What follows belongs to an exercise in optimizing a design on an open flow for small area and a short achievable clock period; a production flow would make more cautious choices. In this exercise RTL edits were held to simulation tests only and were not proved equivalent to the original. Power figures rest on the tool's default switching activity, not on a simulated workload.

--- flow/design.v ---
module cpu (
  input clk, rst,
  output [15:0] MeAaddr, Baddr,
  output [15:0] MeMemResult,
  output [1:0] MeMemControl,
  input [15:0] AmemRead, BmemRead,
  output [175:0] registerValue
);
localparam NOP = 5'b00001;
localparam IDLE = 3'd0, EQZ = 3'd1, NEZ = 3'd2, TEQZ = 3'd3, TNEZ = 3'd4,
           JUMP = 3'd5, DB = 3'd6;
reg [4:0]  ifop, op;       
reg [10:0] iflo, lo;       
reg [15:0] pc;             
reg        s1, s2;         
always @(posedge clk or negedge rst)
  if (!rst) begin
    ifop <= NOP;
    op <= NOP;
    pc <= 16'h0000;
    s1 <= 1'b0;
    s2 <= 1'b0;
  end else begin
    ifop <= BmemRead[15:11];
    op <= ifop;
    pc <= Baddr;
    s1 <= 1'b1;
    s2 <= s1;
  end
always @(posedge clk) begin
  iflo <= BmemRead[10:0];
  lo <= iflo;
end
reg [3:0] xd, yd, zd;
reg [2:0] jc;
always @(*) begin
  xd = 0;
  yd = 0;
  zd = 4'hf;
  jc = IDLE;
  case (ifop)
    5'b00000: begin xd = 4'd9; zd = iflo[10:8]; end                  
    5'b00010: jc = DB;                                             
    5'b00100: begin xd = iflo[10:8]; jc = EQZ; end                   
    5'b00101: begin xd = iflo[10:8]; jc = NEZ; end                   
    5'b00110: begin xd = iflo[7:5]; zd = iflo[10:8]; end               
    5'b01000: begin xd = iflo[10:8]; zd = iflo[7:5]; end               
    5'b01001: begin xd = iflo[10:8]; zd = iflo[10:8]; end              
    5'b01010: xd = iflo[10:8];                                       
    5'b01100:
      case (iflo[10:8])
        3'b000: jc = TEQZ;                                         
        3'b001: jc = TNEZ;                                         
        3'b011: begin xd = 4'd9; zd = 4'd9; end                    
        3'b100: begin xd = iflo[7:5]; zd = 4'd9; end                 
        default: ;
      endcase
    5'b01101: zd = iflo[10:8];                                       
    5'b01111: begin xd = iflo[7:5]; zd = iflo[10:8]; end               
    5'b10010: begin yd = 4'd9; zd = iflo[10:8]; end                  
    5'b10011: begin yd = iflo[10:8]; zd = iflo[7:5]; end               
    5'b11010: begin xd = iflo[10:8]; yd = 4'd9; end                  
    5'b11011: begin xd = iflo[7:5]; yd = iflo[10:8]; end               
    5'b11100: begin xd = iflo[10:8]; yd = iflo[7:5]; zd = iflo[4:2]; end  
    5'b11101:
      case (iflo[4:0])
        5'b00000:
          case (iflo[7:5])
            3'b000: begin xd = iflo[10:8]; jc = JUMP; end            
            3'b010: zd = iflo[10:8];                                 
            default: ;
          endcase
        5'b00110, 5'b00111:                                        
          begin xd = iflo[7:5]; yd = iflo[10:8]; zd = iflo[7:5]; end
        5'b01010: begin xd = iflo[7:5]; yd = iflo[10:8]; end           
        5'b01100, 5'b01101:                                        
          begin xd = iflo[7:5]; yd = iflo[10:8]; zd = iflo[10:8]; end
        default: ;
      endcase
    5'b11110:
      if (iflo[0]) begin xd = iflo[10:8]; zd = 4'd8; end               
      else begin xd = 4'd8; zd = iflo[10:8]; end                     
    default: ;
  endcase
end
reg [3:0]  zi;              
reg        jEqz, jNez, jTeqz, jTnez, jJr, jB;
reg        fxE, fxM, fyE, fyM;  
reg  [15:0] exRes, meRes, exAddr, meAddr;
reg  [3:0]  exZ;
reg  [9:0]  meSel;          
reg  [1:0]  exCtl, meCtl;
reg         tf;
always @(posedge clk or negedge rst)
  if (!rst) begin
    zi <= 4'hf;
    {jEqz, jNez, jTeqz, jTnez, jJr, jB} <= 6'b000000;
    {fxE, fxM, fyE, fyM} <= 4'b0000;
  end else begin
    zi <= zd;
    jEqz <= jc == EQZ;
    jNez <= jc == NEZ;
    jTeqz <= jc == TEQZ;
    jTnez <= jc == TNEZ;
    jJr <= jc == JUMP;
    jB <= jc == DB;
    fxE <= xd == zi;
    fxM <= xd == exZ;
    fyE <= yd == zi;
    fyM <= yd == exZ;
  end
wire [15:0] meVal = meCtl[1] ? AmemRead : meRes;
reg  [15:0] q [0:9];       
wire [15:0] rv [0:9];      
genvar i;
generate
  for (i = 0; i < 10; i = i + 1) begin : regs
    assign rv[i] = meSel[i] ? meVal : q[i];
    always @(posedge clk)
      q[i] <= rv[i];
  end
endgenerate
assign registerValue = {rv[0], rv[1], rv[2], rv[3], rv[4], rv[5], rv[6], rv[7],
                        rv[8], rv[9], 16'h0000};
reg [15:0] rx, ry;
always @(*) begin
  rx = 16'h0000;
  ry = 16'h0000;
  case (xd)
    4'd0: rx = rv[0]; 4'd1: rx = rv[1]; 4'd2: rx = rv[2]; 4'd3: rx = rv[3];
    4'd4: rx = rv[4]; 4'd5: rx = rv[5]; 4'd6: rx = rv[6]; 4'd7: rx = rv[7];
    4'd8: rx = rv[8]; 4'd9: rx = rv[9];
    default: ;
  endcase
  case (yd)
    4'd0: ry = rv[0]; 4'd1: ry = rv[1]; 4'd2: ry = rv[2]; 4'd3: ry = rv[3];
    4'd4: ry = rv[4]; 4'd5: ry = rv[5]; 4'd6: ry = rv[6]; 4'd7: ry = rv[7];
    4'd9: ry = rv[9];
    default: ;
  endcase
end
reg [15:0] qx, qy;
always @(posedge clk) begin
  qx <= rx;
  qy <= ry;
end
wire [15:0] opX = fxE ? exRes : fxM ? meVal : qx;
wire [15:0] opY = fyE ? exRes : fyM ? meVal : qy;
wire [15:0] sext8 = {{8{lo[7]}}, lo[7:0]};
wire [15:0] sext11 = {{5{lo[10]}}, lo[10:0]};
wire useAm = fxM & ~fxE & meCtl[1];
wire earlyZero = fxE ? ~|exRes : fxM ? ~|meRes : ~|qx;
wire xZero;
zeroSelect xZeroSelect (
  .am(AmemRead),
  .useAm(useAm),
  .early(earlyZero),
  .zero(xZero)
);
wire tTake = (jTeqz & ~tf) | (jTnez & tf) | jJr | jB;
wire takeZ = tTake | jEqz;      
wire takeNz = tTake | jNez;     
wire [15:0] relPC = pc + (jB ? sext11 : sext8);
wire [15:0] seqPC = pc + {15'd0, s2};
wire [15:0] target = jJr ? opX : relPC;
wire [15:0] pcZ = takeZ ? target : seqPC;
wire [15:0] pcNz = takeNz ? target : seqPC;
mux16 baddrMux (
  .sel(xZero),
  .a(pcZ),
  .b(pcNz),
  .y(Baddr)
);
wire is11101 = (op == 5'b11101);
wire isSub = (op == 5'b11100 && lo[1]) || op == 5'b01010 || is11101;
wire [15:0] addB = (op == 5'b11100 || is11101) ? opY :
                   (op == 5'b01000) ? {{12{lo[3]}}, lo[3:0]} : sext8;
wire [16:0] sum = {1'b0, opX} + {1'b0, isSub ? ~addB : addB} + {16'd0, isSub};
wire [3:0] shImm = (lo[4:2] == 3'd0) ? 4'd8 : {1'b0, lo[4:2]};
wire [3:0] shrAmt = (op == 5'b00110) ? shImm : opY[3:0];
function [15:0] rev16(input [15:0] v);
  integer k;
  for (k = 0; k < 16; k = k + 1)
    rev16[k] = v[15 - k];
endfunction
wire shLeft = lo[1:0] == 2'b00;       
wire [15:0] shIn = shLeft ? rev16(opX) : opX;
wire [15:0] shOut = shIn >> shrAmt;
wire [15:0] shr = (is11101 && |opY[15:4]) ? 16'h0000 : shOut;
wire [15:0] shl = rev16(shOut);
wire selAdd = op == 5'b00000 || op == 5'b01000 || op == 5'b01001 ||
              (op == 5'b01100 && lo[10:8] == 3'b011) || (op == 5'b11100 && lo[0]);
wire selX = (op == 5'b01100 && lo[10:8] == 3'b100) || op == 5'b01111 ||
            op == 5'b11010 || op == 5'b11011 || op == 5'b11110;
wire selLi = op == 5'b01101;
wire selShl = op == 5'b00110 && lo[1:0] == 2'b00;
wire selShr = (op == 5'b00110 && lo[1]) || (is11101 && lo[4:1] == 4'b0011);
wire selPC = is11101 && lo[7:0] == 8'b01000000;
wire selAnd = is11101 && lo[4:0] == 5'b01100;
wire selOr = is11101 && lo[4:0] == 5'b01101;
wire [15:0] res = ({16{selAdd}} & sum[15:0]) | ({16{selX}} & opX) |
                  ({16{selLi}} & {8'd0, lo[7:0]}) | ({16{selShl}} & shl) |
                  ({16{selShr}} & shr) | ({16{selPC}} & pc) |
                  ({16{selAnd}} & (opX & opY)) | ({16{selOr}} & (opX | opY));
wire tSlti = op == 5'b01010;
wire tSlt = is11101 && lo[4:0] == 5'b00010;
wire tCmp = is11101 && lo[4:0] == 5'b01010;
wire tNext = tSlti ? ~sum[16] : tCmp ? |sum[15:0] : tSlt ? 1'b0 : tf;
wire isMem = op[4] && !op[2] && op[1];           
wire [1:0] ctl = isMem ? (op[3] ? 2'b01 : 2'b10) : 2'b00;
wire [15:0] addr = opY + (op[0] ? {{11{lo[4]}}, lo[4:0]} : sext8);
always @(posedge clk or negedge rst)
  if (!rst) begin
    exZ <= 4'hf;
    meSel <= 10'h3ff;
    exCtl <= 2'b00;
    meCtl <= 2'b00;
    tf <= 1'b0;
    meRes <= 16'h0000;
  end else begin
    exZ <= zi;
    meSel <= 10'd1 << exZ;
    exCtl <= ctl;
    meCtl <= exCtl;
    tf <= tNext;
    meRes <= exRes;
  end
always @(posedge clk) begin
  exRes <= res;
  exAddr <= addr;
  meAddr <= exAddr;
end
assign MeAaddr = meAddr;
assign MeMemResult = meRes;
assign MeMemControl = meCtl;
endmodule
module zeroSelect (
  input [15:0] am,
  input useAm, early,
  output zero
);
assign zero = useAm ? ~|am : early;
endmodule
module mux16 (
  input sel,
  input [15:0] a, b,
  output [15:0] y
);
assign y = sel ? a : b;
endmodule
--- flow/flow/run.sh ---
#!/bin/bash
# The standard layout with three changes to how it is made: the smallest
# buffer (buf_1) on the ports, clock tree synthesis without dummy loads, and
# timing repair free to resize a cell into one of another footprint.
set -euo pipefail
bash standard.sh "BUFFER_PORTS_ARGS=-buffer_cell sky130_fd_sc_hd__buf_1" \
  "CTS_ARGS=-sink_clustering_enable -repair_clock_nets -dont_use_dummy_load" \
  "MATCH_CELL_FOOTPRINT=0" finish > make.log 2>&1
--- flow/standard.sh ---
#!/bin/bash
# synth_recipe.tcl (not shown) runs the flow's synth.tcl, then flattens the netlist and writes it again
# the make line also repeats each setting of config.mk as NAME=value (left out here)
make -C /OpenROAD-flow-scripts/flow DESIGN_CONFIG=/design/flow/config.mk WORK_HOME=/design/flow/orfs CLKGATE_MAP_FILE= SYNTH_SCRIPT=/design/flow/synth_recipe.tcl "${@:-finish}"
--- flow/config.mk ---
export PLATFORM = sky130hd
export DESIGN_NAME = cpu
export DESIGN_NICKNAME = cpu
export VERILOG_FILES = /design/flow/design.v
export SDC_FILE = /design/flow/constraint.sdc
export NUM_CORES = 4
export LEC_CHECK = 0
export CAP_MARGIN = 20
export CORE_MARGIN = 2
export CORE_UTILIZATION = 55
export SETUP_SLACK_MARGIN = 5
export SLEW_MARGIN = 20
export SYNTH_HIERARCHICAL = 1
--- flow/constraint.sdc ---
create_clock -name core_clock -period 10.5 [get_ports {clk}]
set_input_delay 2.1000 -clock core_clock [delete_from_list [all_inputs] [get_ports {clk}]]
set_output_delay 2.1000 -clock core_clock [all_outputs]
set_load 0.01 [all_outputs]
==> flow_summary.json, run 1 <==
{
  "synth_top_area_frac": 0.280,
  "fin_util": 0.641,
  "fillers": 2898,
  "period_minus_slack_ns": 5.85,
  "path_clk_slew_ns": 0.05,
  "die_w_um": 189,
  "io_buffer_count": 243,
  "slew_viol_final": 0,
  "first_pass_iters": 6,
  "yosysMostFrequentCell": "dfxtp_1",
  "ys_top_cells_by_count": "dfxtp_1, nor2_1, a21oi_1",
  "async_flop_share": 0.227,
  "grt_pass1_vias": 17300,
  "status": "finished clean",
  "hold_viol": 0,
  "worstReg2RegStart": "op[4]$_DFF_PN0_",
  "seq_area_frac_synth": 0.384,
  "htree_levels": 2,
  "routed-via-count": 18800,
  "holdWs_ns": 0.319,
  "syn_to_final_growth_pct": 14.7,
  "grt_antenna_before_repair": 2,
  "routed_via_density": 6.50,
  "grtUsageTotal": 0.400,
  "clock_path_buffers": 3,
  "coreArea_um2": 33500,
  "grt_start_max_net_pins": 59,
  "worstReg2RegEnd": "tf$_DFFE_PN0P_",
  "slew_headroom": 0.242,
  "reg2regPathDepth": 16,
  "clock_latency_ns": 0.57,
  "drt_wl_total_mm": 72.8,
  "cts_root_buffer": "clkbuf_16",
  "io_pins": 260,
  "yosys-top-cells-area": "dfxtp_1, dfrtp_1, a21oi_1",
  "p_leak_nw": 8.88,
  "fin_skew_ns": 0.0522,
  "yosys_most_used_dff": "dfxtp_1",
  "gp_congestion": 1.02,
  "fp.dieH_um": 189,
  "fmax_mhz": 171,
  "grt_overflow": 0,
  "fin_setup_tns_ns": 0,
  "hp-class": "reg2reg",
  "cts_tree": "yes",
  "syn_area_per_cell_um2": 8.42,
  "finalSetupViolCount": 0,
  "worst_setup_path_end_kind": "primary output",
  "met1_usage": 0.548,
  "die_area_um2": 35500,
  "initialDrtViolationCount": 2305,
  "met2_usage": 0.608,
  "ant_nets": 0,
  "worstMarginPinSlew_ns": 1.13,
  "antenna_cells": 0,
  "syn_inst": 2224,
  "path_class": "in2out",
  "cp_slowest_stage_delay_ns": 0.30,
  "busiest_layer": "met2",
  "critPathArrivalTime_ns": 3.75,
  "drive_gt1_frac": 0.123,
  "final_nets": 2534,
  "synth_top_cell_by_area": "dfxtp_1",
  "initial_core_util": 0.559,
  "syn-cell-area_um2": 18700,
  "drc": 0,
  "cts_sinks": 339,
  "cpMaxStageDelayCell": "mux2_4",
  "cts_hold_buf": 0,
  "ys_warn_count": 8,
  "synth_cell_types": 96,
  "min_path_cells": 0,
  "crit_chain": "buf_6 -> mux2i_4 -> a211oi_2 -> a21oi_2 -> inv_2 -> nand2_2 -> o21ai_2 -> mux2_4 -> mux2_4 -> buf_6",
  "hpwl_mm": 53.8,
  "ys_ff_latch": 339,
  "wl_per_cell_um": 25.2,
  "pwr_density_cell_nw_per_um2": 334,
  "crit_path_end": "Baddr[6]",
  "cap_violations": 0,
  "synth_edf_count": 0,
  "fp-row-count": 67,
  "grt_pass1_wl_mm": 108,
  "start_kind": "input pin",
  "path_max_fanout": 5,
  "reg2reg_slack_ns": 5.21,
  "irDropWorstVdd_mv": 0.243,
  "fin_crit_sh": 0.557,
  "met3_usage": 0.0823,
  "startpoint": "AmemRead[6]",
  "rsz0062_at_grt": "yes",
  "numCtsBuffers": 37,
  "critPathRequiredTime_ns": 8.40
}
layout by cell type, fill, tap and decap left out, drive strengths merged, types with 30 or more instances in the layout:
master  count
clkbuf     42
a221oi     40
mux2       30
nand3      52
a22oi      37
xor2       40
a21oi     231
dfxtp     262
a211oi     38
nand2     198
dfrtp      57
buf       319
o21ai     151
o22ai      43
mux2i      65
nor2      255
ha         49
inv       113
xnor2      49
per-layer routing:
layer  part of all wire  wire length, um  vias up
met5            0.00026               19        -
met4              0.053             3840        4
met3               0.11             8090      238
met2               0.43            31700     1315
met1               0.40            29200     8880
li1                   -                -     8373
cells by family after synthesis:
kind of cell / synth area share
adders and majority gates: 0.0359
other: 0.000401
xor gates and xnor gates: 0.0416
DFF: 0.384
AOI/OAI and AO/OA: 0.235
muxes: 0.0753
and+or+nand+nor: 0.166
buffers and inverters: 0.0615
cell type report:
class | count | area [um^2] | area share
Clock buffer | 37 | 926 | 0.0431
Multi-Input combinational cell | 1633 | 10800 | 0.502
Timing Repair Buffer | 324 | 1590 | 0.0739
Tap cell | 448 | 561 | 0.0261
Inverter | 113 | 424 | 0.0197
Sequential cell | 339 | 7210 | 0.336
sequential cells by signal, summed over array words and instances, names as in the netlist, 2 cells and up:
register  cells
zi            4
exAddr       16
meAddr       16
lo           11
meCtl         2
ifop          5
exCtl         2
exRes        16
iflo         11
meRes        16
qy           16
op            5
q           160
exZ           4
pc           16
qx           16
meSel        10
per-module statistics from Yosys (local to each module, per instance):
module      cell area, um^2  flip-flops and latches  copies in the design  cells inside
zeroSelect             53.8                       0                     1             8
cpu                   18400                     339                     1          2198
mux16                   249                       0                     1            18
worst min path at each step:
stage	slack, ns	to	start
6_report	0.32	meAddr[11]$_DFF_P_	exAddr[11]$_DFF_P_
5_1_grt	0.32	meAddr[10]$_DFF_P_	exAddr[10]$_DFF_P_
4_1_cts	0.32	meAddr[11]$_DFF_P_	exAddr[11]$_DFF_P_
3_5_place_dp	0.31	meAddr[11]$_DFF_P_	exAddr[11]$_DFF_P_
3_3_place_gp	0.31	meAddr[1]$_DFF_P_	exAddr[1]$_DFF_P_
2_1_floorplan	0.31	meAddr[0]$_DFF_P_	exAddr[0]$_DFF_P_
critical path: cells and delay by family:
family | cells | cell delay [ns]
multiplexers | 3 | 0.78
AO/OA/AOI/OAI | 3 | 0.46
buffers and inverters | 3 | 0.34
AND/OR/NAND/NOR | 1 | 0.09
power by group:
| part | switching [mW] | internal [mW] |
|---|---|---|
| clock network | 0.494 | 0.618 |
| registers | 0.331 | 1.84 |
| logic | 2.49 | 1.39 |
what timing repair did:
action	in CTS	in global routing
pin swaps	4	7
hold endpoints to repair	0	0
endpoints found under the setup margin	38	48
resized for setup	70	53
setup buffers	38	10
stage by stage:
step | setup slack (ns) | instances | power (mW) | area (um^2)
detailed placement | 4.01 | 2809 | 5.64 | 19900
finish | 4.65 | 2894 | 7.17 | 21500
CTS | 4.66 | 2884 | 6.94 | 21200
global placement | 3.82 | 2809 | 5.60 | 19900
floorplan | 4.96 | 2239 | 4.41 | 18800
global route | 4.60 | 2894 | 7.51 | 21500
==> run 2, diff against run 1 <==
--- a/flow/design.v
+++ b/flow/design.v
@@ -86,6 +86,8 @@
 reg [3:0]  zi;              
 reg        jEqz, jNez, jTeqz, jTnez, jJr, jB;
 reg        fxE, fxM, fyE, fyM;  
+reg        aSub, aBy, aB4;      
+reg        tSlti, tSlt, tCmp;   
 reg  [15:0] exRes, meRes, exAddr, meAddr;
 reg  [3:0]  exZ;
 reg  [9:0]  meSel;          
@@ -96,6 +98,8 @@
     zi <= 4'hf;
     {jEqz, jNez, jTeqz, jTnez, jJr, jB} <= 6'b000000;
     {fxE, fxM, fyE, fyM} <= 4'b0000;
+    {aSub, aBy, aB4} <= 3'b000;
+    {tSlti, tSlt, tCmp} <= 3'b000;
   end else begin
     zi <= zd;
     jEqz <= jc == EQZ;
@@ -108,6 +112,12 @@
     fxM <= xd == exZ;
     fyE <= yd == zi;
     fyM <= yd == exZ;
+    aSub <= (ifop == 5'b11100 && iflo[1]) || ifop == 5'b01010 || ifop == 5'b11101;
+    aBy <= ifop == 5'b11100 || ifop == 5'b11101;
+    aB4 <= ifop == 5'b01000;
+    tSlti <= ifop == 5'b01010;
+    tSlt <= ifop == 5'b11101 && iflo[4:0] == 5'b00010;
+    tCmp <= ifop == 5'b11101 && iflo[4:0] == 5'b01010;
   end
 wire [15:0] meVal = meCtl[1] ? AmemRead : meRes;
 reg  [15:0] q [0:9];       
@@ -144,12 +154,13 @@
   qx <= rx;
   qy <= ry;
 end
-wire [15:0] opX = fxE ? exRes : fxM ? meVal : qx;
+wire useAm = fxM & ~fxE & meCtl[1];
+wire [15:0] opXEarly = fxE ? exRes : fxM ? meRes : qx;
+wire [15:0] opX = useAm ? AmemRead : opXEarly;
 wire [15:0] opY = fyE ? exRes : fyM ? meVal : qy;
 wire [15:0] sext8 = {{8{lo[7]}}, lo[7:0]};
 wire [15:0] sext11 = {{5{lo[10]}}, lo[10:0]};
-wire useAm = fxM & ~fxE & meCtl[1];
-wire earlyZero = fxE ? ~|exRes : fxM ? ~|meRes : ~|qx;
+wire earlyZero = ~|opXEarly;
 wire xZero;
 zeroSelect xZeroSelect (
   .am(AmemRead),
@@ -162,20 +173,20 @@
 wire takeNz = tTake | jNez;     
 wire [15:0] relPC = pc + (jB ? sext11 : sext8);
 wire [15:0] seqPC = pc + {15'd0, s2};
-wire [15:0] target = jJr ? opX : relPC;
+wire [15:0] target = jJr ? opXEarly : relPC;
 wire [15:0] pcZ = takeZ ? target : seqPC;
 wire [15:0] pcNz = takeNz ? target : seqPC;
-mux16 baddrMux (
+baddrMux baddrSelect (
+  .am(AmemRead),
+  .useAm(jJr & useAm),
   .sel(xZero),
   .a(pcZ),
   .b(pcNz),
   .y(Baddr)
 );
 wire is11101 = (op == 5'b11101);
-wire isSub = (op == 5'b11100 && lo[1]) || op == 5'b01010 || is11101;
-wire [15:0] addB = (op == 5'b11100 || is11101) ? opY :
-                   (op == 5'b01000) ? {{12{lo[3]}}, lo[3:0]} : sext8;
-wire [16:0] sum = {1'b0, opX} + {1'b0, isSub ? ~addB : addB} + {16'd0, isSub};
+wire [15:0] addB = aBy ? opY : aB4 ? {{12{lo[3]}}, lo[3:0]} : sext8;
+wire [16:0] sum = {1'b0, opX} + {1'b0, aSub ? ~addB : addB} + {16'd0, aSub};
 wire [3:0] shImm = (lo[4:2] == 3'd0) ? 4'd8 : {1'b0, lo[4:2]};
 wire [3:0] shrAmt = (op == 5'b00110) ? shImm : opY[3:0];
 function [15:0] rev16(input [15:0] v);
@@ -202,9 +213,6 @@
                   ({16{selLi}} & {8'd0, lo[7:0]}) | ({16{selShl}} & shl) |
                   ({16{selShr}} & shr) | ({16{selPC}} & pc) |
                   ({16{selAnd}} & (opX & opY)) | ({16{selOr}} & (opX | opY));
-wire tSlti = op == 5'b01010;
-wire tSlt = is11101 && lo[4:0] == 5'b00010;
-wire tCmp = is11101 && lo[4:0] == 5'b01010;
 wire tNext = tSlti ? ~sum[16] : tCmp ? |sum[15:0] : tSlt ? 1'b0 : tf;
 wire isMem = op[4] && !op[2] && op[1];           
 wire [1:0] ctl = isMem ? (op[3] ? 2'b01 : 2'b10) : 2'b00;
@@ -241,10 +249,11 @@
 );
 assign zero = useAm ? ~|am : early;
 endmodule
-module mux16 (
-  input sel,
+module baddrMux (
+  input [15:0] am,
+  input useAm, sel,
   input [15:0] a, b,
   output [15:0] y
 );
-assign y = sel ? a : b;
+assign y = useAm ? am : sel ? a : b;
 endmodule
==> flow/flow/run.sh (replaced) <==
#!/bin/bash
# The standard layout, with the smallest buffer (buf_1) on the ports instead of
# the one buffer_ports picks by itself; repair_timing upsizes those on slow paths.
set -euo pipefail
bash standard.sh "BUFFER_PORTS_ARGS=-buffer_cell sky130_fd_sc_hd__buf_1" finish > make.log 2>&1
==> flow_summary.json, run 2 <==
{
  "period_minus_slack_ns": 5.94,
  "grt_antenna_before_repair": 0,
  "timing.final.ws_setup_ns": 4.56,
  "start_kind": "flip-flop",
  "rsz0062_at_grt": "yes",
  "synth_top_cell_by_area": "dfxtp_1",
  "slew_viol_final": 0,
  "final_common_cell": "nand2_1",
  "antenna_cells": 0,
  "critPathRequiredTime_ns": 10.98,
  "ys_ff_latch": 345,
  "initialDrtViolationCount": 2679,
  "fin_setup_tns_ns": 0,
  "gp_congestion": 1.05,
  "seq_area_frac_synth": 0.391,
  "coreArea_um2": 33500,
  "yosysMostFrequentCell": "dfxtp_1",
  "ys_warn_count": 8,
  "initial_core_util": 0.560,
  "worst_setup_path_end_kind": "flip-flop",
  "syn_inst": 2251,
  "drc": 0,
  "numCtsBuffers": 38,
  "cap_violations": 0,
  "drt_wl_total_mm": 79.9,
  "critPathTopFamily": "buffers and inverters",
  "routed-via-count": 19600,
  "fin_skew_ns": 0.0440,
  "final_nets": 2591,
  "cts_root_buffer": "clkbuf_16",
  "clock_latency_ns": 0.59,
  "io_buffer_count": 243,
  "p_leak_nw": 9.28,
  "grt_start_max_net_pins": 50,
  "cpMostUsedCell": "buf_4",
  "fp-row-count": 67,
  "wl_per_cell_um": 26.8,
  "die_area_um2": 35600,
  "fp.dieH_um": 189,
  "routed_via_density": 6.57,
  "path_clk_slew_ns": 0.07,
  "cpMaxStageDelayCell": "o21ai_0",
  "synth_cell_types": 92,
  "synth_top_area_frac": 0.279,
  "syn_to_final_growth_pct": 18.9,
  "clock_path_buffers": 3,
  "ant_nets": 0,
  "yosys_most_used_dff": "dfxtp_1",
  "path_class": "reg2reg",
  "cts_tree": "yes",
  "syn-cell-area_um2": 18800,
  "ys_top_cells_by_count": "dfxtp_1, nand2_1, nor2_1",
  "largest-register": "q",
  "synth_edf_count": 0,
  "pwr_density_cell_nw_per_um2": 318,
  "io_pins": 260,
  "slew_headroom": 0.174,
  "irDropWorstVdd_mv": 0.228,
  "hpwl_mm": 56.4,
  "finalSetupViolCount": 0,
  "grt_pass1_wl_mm": 116,
  "path_buf_inv": 27,
  "dp.cells": 2858,
  "fmax_mhz": 168,
  "cts_sinks": 345,
  "holdWs_ns": 0.305,
  "fin_util": 0.666,
  "htree_levels": 2,
  "async_flop_share": 0.241,
  "yosys-top-cells-area": "dfxtp_1, dfrtp_1, mux2i_1",
  "first_pass_iters": 7,
  "grt_pass1_vias": 18100,
  "critPathArrivalTime_ns": 6.42,
  "stdcell_count": 2984,
  "syn_area_per_cell_um2": 8.34,
  "grtUsageTotal": 0.436,
  "cp_slowest_stage_delay_ns": 0.95,
  "hp-class": "reg2reg",
  "worstMarginPinSlew_ns": 1.20,
  "layout_common_cells": "nand2_1, dfxtp_1, nor2_1, buf_1, o21ai_0",
  "reg2reg_slack_ns": 4.56,
  "path_max_fanout": 17,
  "largest_register_ffs": 160,
  "status": "finished clean",
  "die_w_um": 189,
  "hold_viol": 0,
  "drive_gt1_frac": 0.137,
  "place_ws_ns": 4.09,
  "fin_crit_sh": 0.566,
  "grt_overflow": 0
}
==> run 2: cell count changes after synthesis, moves of 22 or more <==
cell,before,now
mux2i_1,64,103
a211oi_1,37,15
a21oi_1,229,185
nand2_1,198,259
o21ai_0,145,193
a221oi_1,38,15
==> run 2: per-module statistics from Yosys, one instance, submodules excluded <==
module,cells,times used,area [um^2]
cpu,2190,1,18400
baddrMux,53,1,345
zeroSelect,8,1,53.8
==> run 2: final cells by class <==
type                       instances  area (um^2)
fill                            2817        11200
timing repair buffer             350         1900
clock buffer                      51         1080
clock inverter                    18          164
tap                              448          561
multi-input combinational       1642        10800
sequential                       345         7360
inverter                         130          488
==> run 2: cell families after synthesis <==
| logic type | share of synthesized area |
|---|---|
| simple gates | 0.160 |
| compound gates | 0.223 |
| flops | 0.391 |
| buf+inv | 0.0630 |
| mux | 0.0875 |
| xor+xnor | 0.0392 |
| fa+ha+maj | 0.0345 |
| other cells | 0.000400 |
==> run 2: per-stage QoR <==
step / cell area [um^2] / power [mW]
floorplan: 18800 / 4.06
global placement: 20000 / 5.26
detailed placement: 20000 / 5.30
CTS: 22000 / 6.82
global route: 22300 / 7.40
finish: 22300 / 7.10
==> run 2: final timing paths <==
kind | cells after the start | to | from
worst max-delay path | 34 | pc[13]$_DFF_PN0_ | fxM$_DFF_PN0_
max in group asynchronous | 2 | pc[0]$_DFF_PN0_ | rst
worst max register to register | 34 | pc[13]$_DFF_PN0_ | fxM$_DFF_PN0_
worst min-delay path | 0 | meAddr[13]$_DFF_P_ | exAddr[13]$_DFF_P_
worst min register to register | 0 | meAddr[13]$_DFF_P_ | exAddr[13]$_DFF_P_
min in group asynchronous | 1 | jJr$_DFF_PN0_ | rst
==> run 2: per-layer routing <==
layer	global-route usage	share of wire
met1	0.565	0.38
met5	0	0
met3	0.107	0.12
met2	0.652	0.43
met4	0.276	0.072
==> run 2: power by group <==
group | switching [mW] | internal [mW]
Combinational | 2.33 | 1.27
Clock | 0.583 | 0.756
Sequential | 0.322 | 1.84
Total | 3.24 | 3.86
==> run 2: repair_timing <==
action                                  CTS  global route
setup buffers                            46             9
pin swaps                                25            22
gates resized for setup                  80            69
cloned                                    2             0
endpoints found under the setup margin   69            27
hold buffers                              0             0
==> run 2: worst register-to-register path: cells and delay by family (launching register included) <==
family | cells | cell delay (ns)
AND/OR/NAND/NOR | 2 | 0.36
AO/OA/AOI/OAI | 3 | 1.18
buffers and inverters | 27 | 3.63
flip-flops | 1 | 0.34
multiplexers | 2 | 0.33
==> run 3, diff against run 2 <==
--- a/flow/design.v
+++ b/flow/design.v
@@ -160,7 +160,7 @@
 wire [15:0] opY = fyE ? exRes : fyM ? meVal : qy;
 wire [15:0] sext8 = {{8{lo[7]}}, lo[7:0]};
 wire [15:0] sext11 = {{5{lo[10]}}, lo[10:0]};
-wire earlyZero = ~|opXEarly;
+wire earlyZero = fxE ? ~|exRes : fxM ? ~|meRes : ~|qx;
 wire xZero;
 zeroSelect xZeroSelect (
   .am(AmemRead),
==> flow/flow/run.sh (replaced) <==
#!/bin/bash
# The standard layout, with the smallest buffer (buf_1) on the ports, and
# clock tree synthesis without dummy loads.
set -euo pipefail
bash standard.sh "BUFFER_PORTS_ARGS=-buffer_cell sky130_fd_sc_hd__buf_1" "CTS_ARGS=-sink_clustering_enable -repair_clock_nets -dont_use_dummy_load" finish > make.log 2>&1
==> flow_summary.json, run 3 <==
{
  "synth_edf_count": 0,
  "critPathArrivalTime_ns": 3.65,
  "cts_sinks": 345,
  "initial_core_util": 0.558,
  "die_area_um2": 36500,
  "status": "finished clean",
  "path_max_fanout": 3,
  "ys_top_cells_by_count": "nor2_1, dfxtp_1, nand2_1",
  "timing.final.ws_setup_ns": 4.75,
  "cts_hold_buf": 0,
  "yosysMostFrequentCell": "nor2_1",
  "synth_top_area_frac": 0.273,
  "synth_top_cell_by_area": "dfxtp_1",
  "p_leak_nw": 8.99,
  "period_minus_slack_ns": 5.75,
  "stdcell_count": 2954,
  "fp-row-count": 68,
  "largest_register_ffs": 160,
  "worstReg2RegStart": "meCtl[1]$_DFF_PN0_",
  "routed_via_density": 6.54,
  "fin_util": 0.637,
  "grt_pass1_vias": 17700,
  "finalSetupViolCount": 0,
  "place_ws_ns": 3.85,
  "clkPwrFrac": 0.176,
  "grt_pass1_wl_mm": 112,
  "syn_area_per_cell_um2": 8.34,
  "sw_frac_of_total": 0.453,
  "ys_warn_count": 8,
  "critPathRequiredTime_ns": 8.40,
  "hp-class": "reg2reg",
  "rsz0062_at_grt": "yes",
  "reg2regPathDepth": 17,
  "final_common_cell": "nor2_1",
  "hp-start": "exAddr[8]$_DFF_P_",
  "cts_root_buffer": "clkbuf_16",
  "initialDrtViolationCount": 2298,
  "p_int_mw": 3.56,
  "fin_setup_tns_ns": 0,
  "combPwrFrac": 0.493,
  "numCtsBuffers": 38,
  "dp.cells": 2892,
  "yosys_most_used_dff": "dfxtp_1",
  "syn_to_final_growth_pct": 14.1,
  "multiInputGateArea_um2": 11100,
  "yosys-top-cells-area": "dfxtp_1, dfrtp_1, mux2i_1",
  "slew_headroom": 0.270,
  "path_clk_slew_ns": 0.06,
  "gp_congestion": 1.05,
  "layout_common_cells": "nor2_1, dfxtp_1, nand2_1, buf_1, a21oi_1",
  "final_nets": 2584,
  "cap_violations": 0,
  "cts_tree": "yes",
  "die_w_um": 191,
  "hpwl_mm": 55.7,
  "io_pins": 260,
  "grt_start_max_net_pins": 68,
  "grtUsageTotal": 0.412,
  "fin_skew_ns": 0.0648,
  "largest-register": "q",
  "power_switching_mw": 2.95,
  "htree_levels": 2,
  "seq_power_share": 0.331,
  "worstReg2RegEnd": "exRes[14]$_DFF_P_",
  "first_pass_iters": 6,
  "clock_latency_ns": 0.58,
  "synth_cell_types": 91,
  "irDropWorstVdd_mv": 0.207,
  "hold_viol": 0,
  "reg2reg_slack_ns": 5.58,
  "path_class": "reg2out",
  "seq_area_frac_synth": 0.382,
  "grt_antenna_before_repair": 3,
  "io_buffer_count": 243,
  "pwr_density_cell_nw_per_um2": 297,
  "coreArea_um2": 34500,
  "wl_per_cell_um": 25.9,
  "syn-cell-area_um2": 19200,
  "slew_viol_final": 0,
  "worstMarginPinSlew_ns": 1.08,
  "clock_path_buffers": 3,
  "regArea_um2": 7360,
  "routed-via-count": 19300,
  "worst_hold_path.endpoint": "meAddr[8]$_DFF_P_",
  "min_path_cells": 0,
  "async_flop_share": 0.241,
  "fin_crit_sh": 0.548,
  "syn_inst": 2305,
  "fmax_mhz": 174,
  "fp.dieH_um": 191,
  "start_kind": "flip-flop",
  "fillers": 3036,
  "grt_overflow": 0,
  "drc": 0,
  "worst_setup_path_end_kind": "primary output",
  "drt_wl_total_mm": 76.4,
  "ys_ff_latch": 345,
  "drive_gt1_frac": 0.108,
  "ant_nets": 0
}
run 3: cell count changes after synthesis, sizes merged, moves of 13 or more:
cell	before	now
mux2	21	8
nor4	16	30
nand2	260	239
inv	130	110
o21ai	217	199
nor2	234	275
a21oi	185	207
a211oi	15	30
run 3: worst max-delay path, stage by stage (launching register included):
cell	delay [ns]
dfrtp_1	0.39
ha_2	0.20
inv_2	0.04
fa_2	0.34
nor2b_2	0.16
o21ai_2	0.10
a21boi_2	0.16
o211ai_1	0.15
a21oi_2	0.26
nor3_4	0.07
o31ai_2	0.30
xor2_1	0.27
o221a_2	0.26
mux2i_1	0.08
o21ai_1	0.16
buf_2	0.16
run 3: through the flow:
stage,power [mW],cell area (um^2),hold slack (ns)
floorplan,3.99,19300,0.310
global placement,5.08,20400,0.310
detailed placement,5.12,20400,0.312
CTS,6.31,21600,0.322
global route,6.83,21900,0.329
finish,6.51,21900,0.324
run 3: worst max path at each step:
stage                           to       startpoint  slack, ns
finish                   Baddr[14]  pc[0]$_DFF_PN0_       4.75
detailed placement  tf$_DFFE_PN0P_      AmemRead[1]       3.85
global placement    tf$_DFFE_PN0P_      AmemRead[2]       3.83
CTS                       Baddr[4]     AmemRead[10]       4.81
floorplan                Baddr[11]     AmemRead[14]       5.19
global route             Baddr[14]  pc[0]$_DFF_PN0_       4.54
run 3: routing by layer:
| layer | wire, um | global-route usage | part of all wire |
|---|---|---|---|
| met1 | 29500 | 0.530 | 0.39 |
| met2 | 33000 | 0.628 | 0.43 |
| met3 | 8540 | 0.0949 | 0.11 |
| met4 | 5340 | 0.250 | 0.070 |
| met5 | 5 | 0 | 0.000065 |
run 3: timing repair:
| action | CTS | global route |
|---|---|---|
| setup endpoints to repair | 99 | 48 |
| resized for setup | 55 | 73 |
| gates cloned | 1 | 1 |
| pin swaps | 10 | 20 |
| buffers inserted | 5 | 16 |
run 3: per-module statistics from Yosys (local to each module, per instance):
module	cells	flops+latches	cell area [um^2]	copies in the design
baddrMux	53	0	345	1
cpu	2244	345	18800	1
zeroSelect	8	0	53.8	1
run 3: layout make-up:
type | count | area share
diodes | 1 | 0.000114
clock buffers | 38 | 0.0434
inverters | 112 | 0.0193
multi-input cells | 1701 | 0.508
flip-flops and latches | 345 | 0.336
well taps | 455 | 0.0260
repair buffers | 302 | 0.0679
run 3: cell families (layout without fill, tap and decap cells):
logic type / after synthesis / after routing / synth area share
DFF: 345 / 345 / 0.382
and+or+nand+nor: 727 / 727 / 0.171
adders and majority gates: 50 / 50 / 0.0337
AOI/OAI and AO/OA: 684 / 684 / 0.224
muxes: 143 / 144 / 0.0919
xor gates and xnor gates: 79 / 79 / 0.0360
other: 2 / 18 / 0.000391
buffers and inverters: 275 / 452 / 0.0610
run 3: power groups by stage:
stage | clock (mW) | sequential, mW | combinational (mW)
2_1_floorplan | 0 | 2.01 | 1.98
3_3_place_gp | 0 | 2.15 | 2.93
3_5_place_dp | 0 | 2.15 | 2.97
4_1_cts | 1.15 | 2.14 | 3.02
5_1_grt | 1.20 | 2.18 | 3.45
6_report | 1.15 | 2.16 | 3.21
==> run 4, diff against run 3 <==
==> flow/flow/run.sh (replaced) <==
#!/bin/bash
# The standard layout with these changes to how it is made:
# - synthesis maps with an area-leaning ABC script (flow/abc_speed.script, put in
#   place of ORFS's in a copy of its scripts folder); everything else in synthesis
#   is ORFS's own, so the registers are the standard synthesis's;
# - the smallest buffer (buf_1) on the ports;
# - clock tree synthesis without dummy loads;
# - timing repair free to resize a cell into one of another footprint.
set -euo pipefail
rm -rf myscripts
cp -r "$FLOW_HOME/scripts" myscripts
cp flow/abc_speed.script myscripts/abc_speed.script
bash standard.sh "SCRIPTS_DIR=$PWD/myscripts" \
  "BUFFER_PORTS_ARGS=-buffer_cell sky130_fd_sc_hd__buf_1" \
  "CTS_ARGS=-sink_clustering_enable -repair_clock_nets -dont_use_dummy_load" \
  "MATCH_CELL_FOOTPRINT=0" finish > make.log 2>&1
==> flow/flow/abc_speed.script (new file) <==
&get -n
&st
&dch
&nf -R 100
&put
==> flow_summary.json, run 4 <==
{
  "power_switching_mw": 2.97,
  "synth_top_cell_by_area": "dfxtp_1",
  "htree_levels": 2,
  "path_max_fanout": 8,
  "fp.dieH_um": 182,
  "cpMaxStageDelayCell": "nor4_4",
  "first_pass_iters": 8,
  "numCtsBuffers": 36,
  "initialDrtViolationCount": 2284,
  "place_area_um2": 19200,
  "ys_ff_latch": 345,
  "fin_setup_tns_ns": 0,
  "grt_start_max_net_pins": 59,
  "place_ws_ns": 4.01,
  "grt_pass1_vias": 17200,
  "p_leak_nw": 8.21,
  "worstMarginPinSlew_ns": 1.08,
  "grtUsageTotal": 0.402,
  "critPathArrivalTime_ns": 3.92,
  "fillers": 2598,
  "largest_register_ffs": 160,
  "synth_top_area_frac": 0.302,
  "cts_root_buffer": "clkbuf_16",
  "clkPwrFrac": 0.167,
  "syn_to_final_growth_pct": 21.7,
  "final_nets": 2541,
  "cts_tree": "yes",
  "yosysMostFrequentCell": "nand2_1",
  "fin_crit_sh": 0.573,
  "ant_nets": 0,
  "fp-row-count": 65,
  "syn_area_per_cell_um2": 8.28,
  "die_area_um2": 33000,
  "drc": 0,
  "hpwl_mm": 49.2,
  "grt_antenna_before_repair": 1,
  "period_minus_slack_ns": 6.02,
  "clock_latency_ns": 0.54,
  "yosys-top-cells-area": "dfxtp_1, dfrtp_1, o21ai_0",
  "wl_per_cell_um": 24.4,
  "coreArea_um2": 31300,
  "hp-class": "reg2reg",
  "grt_overflow": 0,
  "pwr_density_cell_nw_per_um2": 309,
  "slew_headroom": 0.272,
  "ys_top_cells_by_count": "nand2_1, dfxtp_1, o21ai_0",
  "crit_chain": "buf_12 -> nor4_4 -> nand4_1 -> mux2i_4 -> buf_12 -> mux2i_4 -> o21ai_2 -> buf_2",
  "layout_common_cells": "nand2_1, dfxtp_1, o21ai_0, buf_1, a21oi_1",
  "final_common_cell": "nand2_1",
  "routed-via-count": 18400,
  "irDropWorstVdd_mv": 0.244,
  "synth_cell_types": 53,
  "gp_congestion": 1.01,
  "syn-cell-area_um2": 17400,
  "critPathTopFamily": "simple AND/OR/NAND/NOR gates",
  "stdcell_area_um2": 21200,
  "timing.final.ws_setup_ns": 4.48,
  "fin_skew_ns": 0.0699,
  "path_class": "in2out",
  "drt_wl_total_mm": 69.8,
  "sw_frac_of_total": 0.455,
  "start_kind": "input pin",
  "io_buffer_count": 243,
  "routed_via_density": 6.44,
  "syn_inst": 2100,
  "fmax_mhz": 166,
  "critPathRequiredTime_ns": 8.40,
  "async_flop_share": 0.241,
  "drive_gt1_frac": 0.109,
  "grt_pass1_wl_mm": 102,
  "rsz0062_at_grt": "yes",
  "synth_edf_count": 0,
  "hold_viol": 0,
  "seq_power_share": 0.327,
  "clock_path_buffers": 3,
  "yosys_most_used_dff": "dfxtp_1",
  "io_pins": 260,
  "worst_setup_path_end_kind": "primary output",
  "seq_area_frac_synth": 0.423,
  "largest-register": "q",
  "path_clk_slew_ns": 0.06,
  "path_buf_inv": 3,
  "die_w_um": 182,
  "cts_sinks": 345,
  "cap_violations": 0,
  "combPwrFrac": 0.506,
  "ys_warn_count": 8,
  "initial_core_util": 0.555,
  "status": "finished clean",
  "cp_slowest_stage_delay_ns": 0.41,
  "slew_viol_final": 0,
  "finalSetupViolCount": 0,
  "p_int_mw": 3.57
}
==> run 4: cell types whose count changed after synthesis, sizes merged, moves of 15 or more <==
cell    previous run  this run
mux2i            110        95
clkinv             2       159
inv              110         0
nor4              30        51
a21oi            207       166
mux4              25         0
xor2              23        42
nor2             275       155
clkbuf           111         0
o22ai             28        87
o21ai            199       257
a211oi            30        13
nand2            239       323
buf               52        16
==> run 4: layout make-up <==
| class | count | area (um^2) | area share |
|---|---|---|---|
| Sequential cell | 345 | 7370 | 0.348 |
| Antenna cell | 1 | 2.50 | 0.000118 |
| Timing Repair Buffer | 318 | 1610 | 0.0759 |
| Inverter | 159 | 597 | 0.0282 |
| Clock buffer | 36 | 901 | 0.0426 |
| Multi-Input combinational cell | 1597 | 10200 | 0.481 |
| Tap cell | 402 | 503 | 0.0238 |
==> run 4: cell families after synthesis <==
kind of cell	after synthesis	share of synthesized area
other cells	2	0.000432
fa+ha+maj	50	0.0373
compound gates	665	0.224
buf+inv	175	0.0412
flops	345	0.423
mux	100	0.0580
simple gates	673	0.171
xor+xnor	90	0.0454
==> run 4: routing by layer <==
layer / vias to the layer above / routed length [um] / share of wire / track usage
li1: 8236 / - / - / -
met1: 8474 / 26500 / 0.38 / 0.518
met3: 319 / 8090 / 0.12 / 0.0776
met5: - / 0 / 0 / 0
met4: 0 / 4260 / 0.061 / 0.220
met2: 1375 / 30900 / 0.44 / 0.640
==> run 4: repair_timing <==
action,CTS,global route
pin swaps,16,29
buffers inserted,16,28
hold buffers,0,0
gates resized for setup,80,108
cloned,0,2
endpoints found under the hold margin,0,0
endpoints found under the setup margin,136,81
==> run 4: stage by stage <==
step | utilization | power, mW | instances | hold slack (ns)
final | 0.676 | 6.54 | 2858 | 0.325
after global routing | 0.676 | 6.85 | 2858 | 0.329
after CTS | 0.654 | 6.20 | 2827 | 0.324
after detailed placement | 0.613 | 5.02 | 2775 | 0.312
after global placement | 0.613 | 4.98 | 2775 | 0.310
after floorplan | - | 3.92 | 2115 | 0.310
==> run 4: worst paths after layout <==
kind                                         start           endpoint  slack [ns]  cells past startpoint
max in group asynchronous                      rst    pc[8]$_DFF_PN0_        7.82                      2
min in group asynchronous                      rst     jNez$_DFF_PN0_        1.54                      1
worst max register to register  meCtl[1]$_DFF_PN0_     tf$_DFFE_PN0P_        5.48                     23
worst min-delay path             exAddr[0]$_DFF_P_  meAddr[0]$_DFF_P_        0.32                      0
worst min register to register   exAddr[0]$_DFF_P_  meAddr[0]$_DFF_P_        0.32                      0
worst max-delay path                   AmemRead[2]           Baddr[5]        4.48                      8
==> run 4: worst reg2reg max path, delay by kind of cell, from the launching register on <==
kind	cells	cell delay (ns)
flip-flops	1	0.37
AO/OA/AOI/OAI	8	1.15
buffers and inverters	4	1.25
adder cells (fa/ha/maj)	1	0.51
AND/OR/NAND/NOR	9	1.51
XOR/XNOR	1	0.11
==> run 4: modules after synthesis (local to each module, per instance) <==
module      copies in the design  flops+latches  cells inside
zeroSelect                     1              0             7
cpu                            1            345          2045
baddrMux                       1              0            48
==> run 4: power by group through the flow <==
stage / sequential (mW) / combinational (mW) / clock (mW)
after floorplan: 2.05 / 1.87 / 0
after global placement: 2.12 / 2.86 / 0
after detailed placement: 2.14 / 2.88 / 0
after CTS: 2.12 / 2.99 / 1.09
after global routing: 2.18 / 3.54 / 1.14
final: 2.14 / 3.31 / 1.09
==> run 5, diff against run 4 <==
--- a/flow/design.v
+++ b/flow/design.v
@@ -83,7 +83,7 @@
     default: ;
   endcase
 end
-reg [3:0]  zi;              
+reg [3:0]  xi, yi, zi;      
 reg        jEqz, jNez, jTeqz, jTnez, jJr, jB;
 reg        fxE, fxM, fyE, fyM;  
 reg        aSub, aBy, aB4;      
@@ -95,12 +95,16 @@
 reg         tf;
 always @(posedge clk or negedge rst)
   if (!rst) begin
+    xi <= 4'd0;
+    yi <= 4'd0;
     zi <= 4'hf;
     {jEqz, jNez, jTeqz, jTnez, jJr, jB} <= 6'b000000;
     {fxE, fxM, fyE, fyM} <= 4'b0000;
     {aSub, aBy, aB4} <= 3'b000;
     {tSlti, tSlt, tCmp} <= 3'b000;
   end else begin
+    xi <= xd;
+    yi <= yd;
     zi <= zd;
     jEqz <= jc == EQZ;
     jNez <= jc == NEZ;
@@ -132,27 +136,22 @@
 endgenerate
 assign registerValue = {rv[0], rv[1], rv[2], rv[3], rv[4], rv[5], rv[6], rv[7],
                         rv[8], rv[9], 16'h0000};
-reg [15:0] rx, ry;
+reg [15:0] qx, qy;
 always @(*) begin
-  rx = 16'h0000;
-  ry = 16'h0000;
-  case (xd)
-    4'd0: rx = rv[0]; 4'd1: rx = rv[1]; 4'd2: rx = rv[2]; 4'd3: rx = rv[3];
-    4'd4: rx = rv[4]; 4'd5: rx = rv[5]; 4'd6: rx = rv[6]; 4'd7: rx = rv[7];
-    4'd8: rx = rv[8]; 4'd9: rx = rv[9];
+  qx = 16'h0000;
+  qy = 16'h0000;
+  case (xi)
+    4'd0: qx = q[0]; 4'd1: qx = q[1]; 4'd2: qx = q[2]; 4'd3: qx = q[3];
+    4'd4: qx = q[4]; 4'd5: qx = q[5]; 4'd6: qx = q[6]; 4'd7: qx = q[7];
+    4'd8: qx = q[8]; 4'd9: qx = q[9];
     default: ;
   endcase
-  case (yd)
-    4'd0: ry = rv[0]; 4'd1: ry = rv[1]; 4'd2: ry = rv[2]; 4'd3: ry = rv[3];
-    4'd4: ry = rv[4]; 4'd5: ry = rv[5]; 4'd6: ry = rv[6]; 4'd7: ry = rv[7];
-    4'd9: ry = rv[9];
+  case (yi)
+    4'd0: qy = q[0]; 4'd1: qy = q[1]; 4'd2: qy = q[2]; 4'd3: qy = q[3];
+    4'd4: qy = q[4]; 4'd5: qy = q[5]; 4'd6: qy = q[6]; 4'd7: qy = q[7];
+    4'd9: qy = q[9];
     default: ;
   endcase
-end
-reg [15:0] qx, qy;
-always @(posedge clk) begin
-  qx <= rx;
-  qy <= ry;
 end
 wire useAm = fxM & ~fxE & meCtl[1];
 wire [15:0] opXEarly = fxE ? exRes : fxM ? meRes : qx;
==> flow_summary.json, run 5 <==
{
  "status": "finished clean",
  "largest_register_ffs": 160,
  "slew_headroom": 0.294,
  "syn_to_final_growth_pct": 22.0,
  "fp.dieH_um": 177,
  "grtUsageTotal": 0.402,
  "worst_setup_path_end_kind": "primary output",
  "rsz0062_at_grt": "yes",
  "hp-start": "exAddr[15]$_DFF_P_",
  "grt_pass1_vias": 16400,
  "grt_start_max_net_pins": 56,
  "htree_levels": 2,
  "cts_root_buffer": "clkbuf_16",
  "syn_inst": 1936,
  "path_class": "reg2out",
  "drc": 0,
  "pwr_density_cell_nw_per_um2": 298,
  "critPathArrivalTime_ns": 4.02,
  "path_max_fanout": 15,
  "regArea_um2": 6930,
  "io_buffer_count": 243,
  "fmax_mhz": 163,
  "hp-class": "reg2reg",
  "synth_edf_count": 0,
  "ys_ff_latch": 321,
  "synth_top_area_frac": 0.279,
  "grt_pass1_wl_mm": 96.0,
  "worstMarginPinSlew_ns": 1.06,
  "async_flop_share": 0.283,
  "wl_per_cell_um": 24.5,
  "power_switching_mw": 2.70,
  "multiInputGateArea_um2": 10100,
  "place_ws_ns": 3.96,
  "finalSetupViolCount": 0,
  "io_pins": 260,
  "syn-cell-area_um2": 16500,
  "clock_latency_ns": 0.54,
  "critPathRequiredTime_ns": 8.40,
  "antenna_cells": 0,
  "p_int_mw": 3.30,
  "drt_wl_total_mm": 65.5,
  "ys_top_cells_by_count": "a21oi_1, nor2_1, dfxtp_1",
  "die_area_um2": 31400,
  "holdWs_ns": 0.324,
  "routed-via-count": 17800,
  "drive_gt1_frac": 0.123,
  "fin_setup_tns_ns": 0,
  "cts_sinks": 321,
  "largest-register": "q",
  "worstReg2RegStart": "yi[0]$_DFF_PN0_",
  "timing.final.ws_setup_ns": 4.38,
  "fp-row-count": 63,
  "grt_antenna_before_repair": 0,
  "fin_util": 0.680,
  "synth_top_cell_by_area": "dfxtp_1",
  "final_common_cell": "a21oi_1",
  "sw_frac_of_total": 0.450,
  "coreArea_um2": 29600,
  "layout_common_cells": "a21oi_1, nor2_1, dfxtp_1, buf_1, nand2_1",
  "initial_core_util": 0.558,
  "yosys_most_used_dff": "dfxtp_1",
  "routed_via_density": 6.65,
  "ant_nets": 0,
  "p_leak_nw": 7.94,
  "final_nets": 2368,
  "grt_overflow": 0,
  "die_w_um": 177,
  "path_clk_slew_ns": 0.06,
  "startpoint": "xi[0]$_DFF_PN0_",
  "irDropWorstVdd_mv": 0.189,
  "yosys-top-cells-area": "dfxtp_1, dfrtp_1, a21oi_1",
  "hpwl_mm": 45.1,
  "combPwrFrac": 0.467,
  "gp_congestion": 0.981,
  "clock_path_buffers": 3,
  "fin_crit_sh": 0.583,
  "numCtsBuffers": 35,
  "syn_area_per_cell_um2": 8.52,
  "first_pass_iters": 16,
  "seq_area_frac_synth": 0.419,
  "start_kind": "flip-flop",
  "synth_cell_types": 53,
  "fillers": 2447,
  "hold_viol": 0,
  "slew_viol_final": 0,
  "period_minus_slack_ns": 6.12,
  "ys_warn_count": 8,
  "cap_violations": 0,
  "seq_power_share": 0.358,
  "yosysMostFrequentCell": "a21oi_1",
  "cts_tree": "yes",
  "clkPwrFrac": 0.175,
  "fin_skew_ns": 0.0463,
  "initialDrtViolationCount": 3211
}
## run 5: cell types whose count changed in the layout (fill, tap and decap cells not counted), sizes merged, moves of 15 or more
cell    before  now
o22ai       87    1
nor4        51   27
dfxtp      262  230
mux2i       97   77
a222oi       3   93
nand2      323  208
clkinv     156   52
buf        306  291
a21oi      166  321
nor2       155  274
o21ai      257  110
o221ai      26    0
## run 5: cells by family after synthesis
family	synth area share
other	0.000456
AOI/OAI and AO/OA	0.237
adders and majority gates	0.0378
DFF	0.419
muxes	0.0515
and+or+nand+nor	0.185
xor gates and xnor gates	0.0494
buffers and inverters	0.0196
## run 5: routing by layer
layer,GRT usage,up-vias,part of all wire
li1,-,7862,-
met1,0.566,8296,0.39
met3,0.0713,261,0.13
met5,0,-,0
met4,0.179,0,0.049
met2,0.603,1372,0.43
## run 5: what timing repair did
item,in CTS,in global routing
endpoints found under the setup margin,138,54
pin swaps,23,18
gates resized for setup,93,63
cloned,2,1
endpoints found under the hold margin,0,0
hold buffers,0,0
setup buffers,25,17
## run 5: worst max-delay path: stages (launching register included)
cell and delay (ns):
dfrtp_2 0.44, buf_4 0.16, nand2b_4 0.08, nor2_2 0.07, buf_4 0.22, a222oi_1 0.34
a21boi_2 0.21, and3_4 0.21, nand4_1 0.22, nor3_2 0.23, a21oi_1 0.07, o21ai_1 0.16
inv_2 0.06, mux2i_4 0.31, buf_6 0.21, mux2i_4 0.26, o21ai_2 0.08, clkbuf_2 0.14
## run 5: path summary, 6_finish.rpt
kind / depth (start not counted) / to / slack [ns]
worst max register to register: 22 / tf$_DFFE_PN0P_ / 5.26
max in group asynchronous: 2 / meCtl[1]$_DFF_PN0_ / 7.63
worst max-delay path: 17 / Baddr[2] / 4.38
worst min-delay path: 0 / meAddr[15]$_DFF_P_ / 0.32
worst min register to register: 0 / meAddr[15]$_DFF_P_ / 0.32
min in group asynchronous: 1 / pc[12]$_DFF_PN0_ / 1.61
## run 5: area by class of cell
type | instances | share of cell area
inverters | 54 | 0.0101
clock buffers | 35 | 0.0436
well taps | 390 | 0.0243
repair buffers | 313 | 0.0769
multi-input cells | 1561 | 0.500
flip-flops and latches | 321 | 0.345
## run 5: per-stage QoR
step	std cells	instance area, um^2	total power [mW]
after floorplan	1951	16700	3.72
after detailed placement	2594	18300	4.68
final	2674	20100	6.00
after global routing	2674	20100	6.31
after global placement	2594	18300	4.65
after CTS	2656	19700	5.83
## run 5: per-module statistics from Yosys, one instance, submodules excluded
module	area, um^2	cells inside	times used	flip-flops and latches
zeroSelect	45.0	7	1	0
cpu	16100	1881	1	321
baddrMux	300	48	1	0
## run 5: power groups by stage
stage / Combinational [mW] / Clock, mW / Sequential (mW)
after global placement: 2.54 / 0 / 2.11
after detailed placement: 2.57 / 0 / 2.12
final: 2.80 / 1.05 / 2.15
after global routing: 3.04 / 1.10 / 2.18
after floorplan: 1.72 / 0 / 2.00
after CTS: 2.67 / 1.05 / 2.10
==> run 6, diff against run 5 <==
--- a/flow/design.v
+++ b/flow/design.v
@@ -83,7 +83,8 @@
     default: ;
   endcase
 end
-reg [3:0]  xi, yi, zi;      
+reg [9:0]  xoh;             
+reg [3:0]  yi, zi;          
 reg        jEqz, jNez, jTeqz, jTnez, jJr, jB;
 reg        fxE, fxM, fyE, fyM;  
 reg        aSub, aBy, aB4;      
@@ -95,7 +96,7 @@
 reg         tf;
 always @(posedge clk or negedge rst)
   if (!rst) begin
-    xi <= 4'd0;
+    xoh <= 10'd1;
     yi <= 4'd0;
     zi <= 4'hf;
     {jEqz, jNez, jTeqz, jTnez, jJr, jB} <= 6'b000000;
@@ -103,7 +104,7 @@
     {aSub, aBy, aB4} <= 3'b000;
     {tSlti, tSlt, tCmp} <= 3'b000;
   end else begin
-    xi <= xd;
+    xoh <= 10'd1 << xd;
     yi <= yd;
     zi <= zd;
     jEqz <= jc == EQZ;
@@ -137,15 +138,16 @@
 assign registerValue = {rv[0], rv[1], rv[2], rv[3], rv[4], rv[5], rv[6], rv[7],
                         rv[8], rv[9], 16'h0000};
 reg [15:0] qx, qy;
+reg        qxZero;
+integer k;
 always @(*) begin
   qx = 16'h0000;
   qy = 16'h0000;
-  case (xi)
-    4'd0: qx = q[0]; 4'd1: qx = q[1]; 4'd2: qx = q[2]; 4'd3: qx = q[3];
-    4'd4: qx = q[4]; 4'd5: qx = q[5]; 4'd6: qx = q[6]; 4'd7: qx = q[7];
-    4'd8: qx = q[8]; 4'd9: qx = q[9];
-    default: ;
-  endcase
+  qxZero = 1'b0;
+  for (k = 0; k < 10; k = k + 1) begin
+    qx = qx | ({16{xoh[k]}} & q[k]);
+    qxZero = qxZero | (xoh[k] & ~|q[k]);
+  end
   case (yi)
     4'd0: qy = q[0]; 4'd1: qy = q[1]; 4'd2: qy = q[2]; 4'd3: qy = q[3];
     4'd4: qy = q[4]; 4'd5: qy = q[5]; 4'd6: qy = q[6]; 4'd7: qy = q[7];
@@ -159,7 +161,7 @@
 wire [15:0] opY = fyE ? exRes : fyM ? meVal : qy;
 wire [15:0] sext8 = {{8{lo[7]}}, lo[7:0]};
 wire [15:0] sext11 = {{5{lo[10]}}, lo[10:0]};
-wire earlyZero = fxE ? ~|exRes : fxM ? ~|meRes : ~|qx;
+wire earlyZero = fxE ? ~|exRes : fxM ? ~|meRes : qxZero;
 wire xZero;
 zeroSelect xZeroSelect (
   .am(AmemRead),
--- a/flow/config.mk
+++ b/flow/config.mk
@@ -7,7 +7,7 @@
 export LEC_CHECK = 0
 export CAP_MARGIN = 20
 export CORE_MARGIN = 2
-export CORE_UTILIZATION = 55
+export CORE_UTILIZATION = 48
 export SETUP_SLACK_MARGIN = 5
 export SLEW_MARGIN = 20
 export SYNTH_HIERARCHICAL = 1
==> flow_summary.json, run 6 <==
{
  "holdWs_ns": 0.325,
  "synth_top_area_frac": 0.272,
  "syn-cell-area_um2": 16900,
  "worstReg2RegStart": "yi[3]$_DFF_PN0_",
  "cp_slowest_stage_delay_ns": 0.39,
  "yosys_most_used_dff": "dfxtp_1",
  "initial_core_util": 0.488,
  "fp.dieH_um": 192,
  "ys_warn_count": 8,
  "largest_register_ffs": 160,
  "syn_area_per_cell_um2": 8.51,
  "synth_edf_count": 0,
  "layout_common_cells": "nor2_1, a21oi_1, dfxtp_1, nand2_1, buf_1",
  "place_ws_ns": 3.96,
  "cts_tree": "yes",
  "pwr_density_cell_nw_per_um2": 317,
  "grt_pass1_vias": 16600,
  "antenna_cells": 0,
  "largest-register": "q",
  "htree_levels": 2,
  "clock_path_buffers": 3,
  "cpMaxStageDelayCell": "nor4_4",
  "drt_wl_total_mm": 69.2,
  "grt_overflow": 0,
  "wl_per_cell_um": 24.8,
  "period_minus_slack_ns": 6.00,
  "syn_to_final_growth_pct": 21.1,
  "final_nets": 2423,
  "final_common_cell": "nor2_1",
  "clock_latency_ns": 0.57,
  "ant_nets": 0,
  "io_pins": 260,
  "die_w_um": 192,
  "cts_sinks": 327,
  "die_area_um2": 36700,
  "ys_top_cells_by_count": "a21oi_1, nor2_1, dfxtp_1",
  "seq_area_frac_synth": 0.417,
  "fp-row-count": 68,
  "rsz0062_at_grt": "yes",
  "coreArea_um2": 34600,
  "cts_root_buffer": "clkbuf_16",
  "synth_top_cell_by_area": "dfxtp_1",
  "fillers": 3207,
  "path_class": "in2out",
  "finalSetupViolCount": 0,
  "async_flop_share": 0.297,
  "critPathRequiredTime_ns": 8.40,
  "irDropWorstVdd_mv": 0.256,
  "crit_path_end": "Baddr[13]",
  "first_pass_iters": 10,
  "reg2regPathDepth": 26,
  "cts_hold_buf": 0,
  "synth_cell_types": 57,
  "syn_inst": 1988,
  "slew_headroom": 0.284,
  "slew_viol_final": 0,
  "fin_skew_ns": 0.0433,
  "grt_start_max_net_pins": 82,
  "yosysMostFrequentCell": "a21oi_1",
  "worstReg2RegEnd": "exAddr[15]$_DFF_P_",
  "fin_setup_tns_ns": 0,
  "timing.final.ws_setup_ns": 4.50,
  "worstMarginPinSlew_ns": 1.07,
  "fin_util": 0.591,
  "path_max_fanout": 8,
  "fin_crit_sh": 0.571,
  "grt_antenna_before_repair": 0,
  "routed_via_density": 6.48,
  "cap_violations": 0,
  "hp-class": "reg2reg",
  "grt_pass1_wl_mm": 102,
  "p_leak_nw": 8.16,
  "crit_chain": "buf_2 -> nor4_4 -> nand4_1 -> mux2i_4 -> buf_12 -> buf_12 -> mux2i_1 -> o21ai_2 -> buf_2",
  "hold_viol": 0,
  "hpwl_mm": 52.3,
  "status": "finished clean",
  "path_clk_slew_ns": 0.06,
  "ys_ff_latch": 327,
  "gp_congestion": 0.995,
  "worst_setup_path_end_kind": "primary output",
  "fmax_mhz": 167,
  "initialDrtViolationCount": 2802,
  "numCtsBuffers": 37,
  "grtUsageTotal": 0.366,
  "critPathArrivalTime_ns": 3.90,
  "power_mw": 6.48,
  "io_buffer_count": 243,
  "drive_gt1_frac": 0.110,
  "yosys-top-cells-area": "dfxtp_1, dfrtp_1, a21oi_1",
  "start_kind": "input pin",
  "startpoint": "AmemRead[8]",
  "drc": 0,
  "reg2reg_slack_ns": 5.41,
  "routed-via-count": 18100
}
run 6: cell types whose count changed after synthesis, sizes merged, moves of 8 or more:
cell    previous run  this run
a221oi            17         9
or4                1        12
o22ai              1        17
nand2            208       225
a21oi            321       294
nand3             40        49
and3              18         7
nor4              27        60
a21boi            16         1
o21ai            110       123
run 6: how the worst min path moves through the flow:
stage,end,cells after the start,from,slack [ns]
final,meAddr[7]$_DFF_P_,0,exAddr[7]$_DFF_P_,0.32
after CTS,meAddr[8]$_DFF_P_,0,exAddr[8]$_DFF_P_,0.33
after detailed placement,meAddr[8]$_DFF_P_,0,exAddr[8]$_DFF_P_,0.31
after global routing,meAddr[1]$_DFF_P_,0,exAddr[1]$_DFF_P_,0.33
after global placement,meAddr[10]$_DFF_P_,0,exAddr[10]$_DFF_P_,0.31
after floorplan,meAddr[0]$_DFF_P_,0,exAddr[0]$_DFF_P_,0.31
run 6: cell type report:
type                            instances  area [um^2]  area share
Multi-Input combinational cell       1613        10200       0.497
Sequential cell                       327         7090       0.346
Timing Repair Buffer                  315         1550      0.0754
Clock buffer                           37          926      0.0452
Tap cell                              455          569      0.0278
Inverter                               47          176     0.00861
run 6: kinds of logic after synthesis:
| logic type | Yosys count | synth area share |
|---|---|---|
| buf+inv | 63 | 0.0175 |
| simple gates | 750 | 0.200 |
| mux | 82 | 0.0491 |
| flops | 327 | 0.417 |
| compound gates | 623 | 0.230 |
| xor+xnor | 93 | 0.0482 |
| other cells | 2 | 0.000444 |
| fa+ha+maj | 48 | 0.0368 |
run 6: power breakdown:
group / internal [mW] / switching, mW / leakage (nW)
logic: 1.14 / 1.88 / 4.57
clock network: 0.618 / 0.489 / 0.456
registers: 1.72 / 0.635 / 3.13
run 6: per-module statistics from Yosys, one instance, submodules excluded:
module      flip-flops and latches  area (um^2)
cpu                            327        16600
baddrMux                         0          300
zeroSelect                       0         45.0
run 6: critical path: cells and delay by family:
kind,cells,cell delay [ns]
buf+inv,4,0.61
simple gates,2,0.60
mux,2,0.47
compound gates,1,0.10
run 6: metal layers:
metal / GRT usage / part of all wire / up-vias
li1: - / - / 8169
met4: 0.133 / 0.037 / 0
met2: 0.554 / 0.44 / 1173
met3: 0.0656 / 0.11 / 161
met5: 0 / 0 / -
met1: 0.523 / 0.41 / 8592
run 6: what timing repair did:
item	in CTS	in global routing
cloned	0	0
setup endpoints to repair	82	32
buffers inserted	27	10
gates resized for setup	68	79
pin swaps	16	32
run 6: metrics by stage:
stage / std cells / instance area (um^2)
after detailed placement: 2720 / 18800
after global routing: 2794 / 20500
after CTS: 2784 / 20100
after floorplan: 2003 / 17100
after global placement: 2720 / 18800
final: 2794 / 20500

==> separate check: timing with driven ports <==
How much do the figures lean on ideal ports? The routed layouts below were timed once more, with nothing changed but the port constraints.
Step 1: set_driving_cell puts a clkbuf_16 on clk and a buf_2 on each other input, an assumption about the parent block.
Step 2, shift: input delay + t, output delay - t, t = (earliest + latest rising clock arrival at the registers) / 2. This alone moves slack from input paths to output paths.
a / b / c = ideal ports / drivers / drivers and shift; a / b = the first two.
run	shift t [ns]	slack for setup (ns)	worst setup path after step 2	worst register clock-pin slew, ns	worst data-port slew with drivers (ns)
run 1	0.595	4.648 / 4.617 / 4.199	input to register	0.06 / 0.06	0.04
run 2	0.619	4.558 / 4.511 / 4.003	input to register	0.07 / 0.07	0.07
run 3	0.609	4.751 / 4.694 / 4.588	input to register	0.06 / 0.06	0.06
run 4	0.559	4.481 / 4.434 / 4.434	input to output	0.07 / 0.07	0.07
run 5	0.573	4.381 / 4.328 / 4.426	input to output	0.06 / 0.06	0.11
run 6	0.597	4.503 / 4.473 / 4.440	input to register	0.06 / 0.06	0.05
After both steps every run listed still meets setup and hold. For run 2, which loses most, drivers alone change the setup slack by -0.047 ns; drivers and shift together by -0.555 ns.
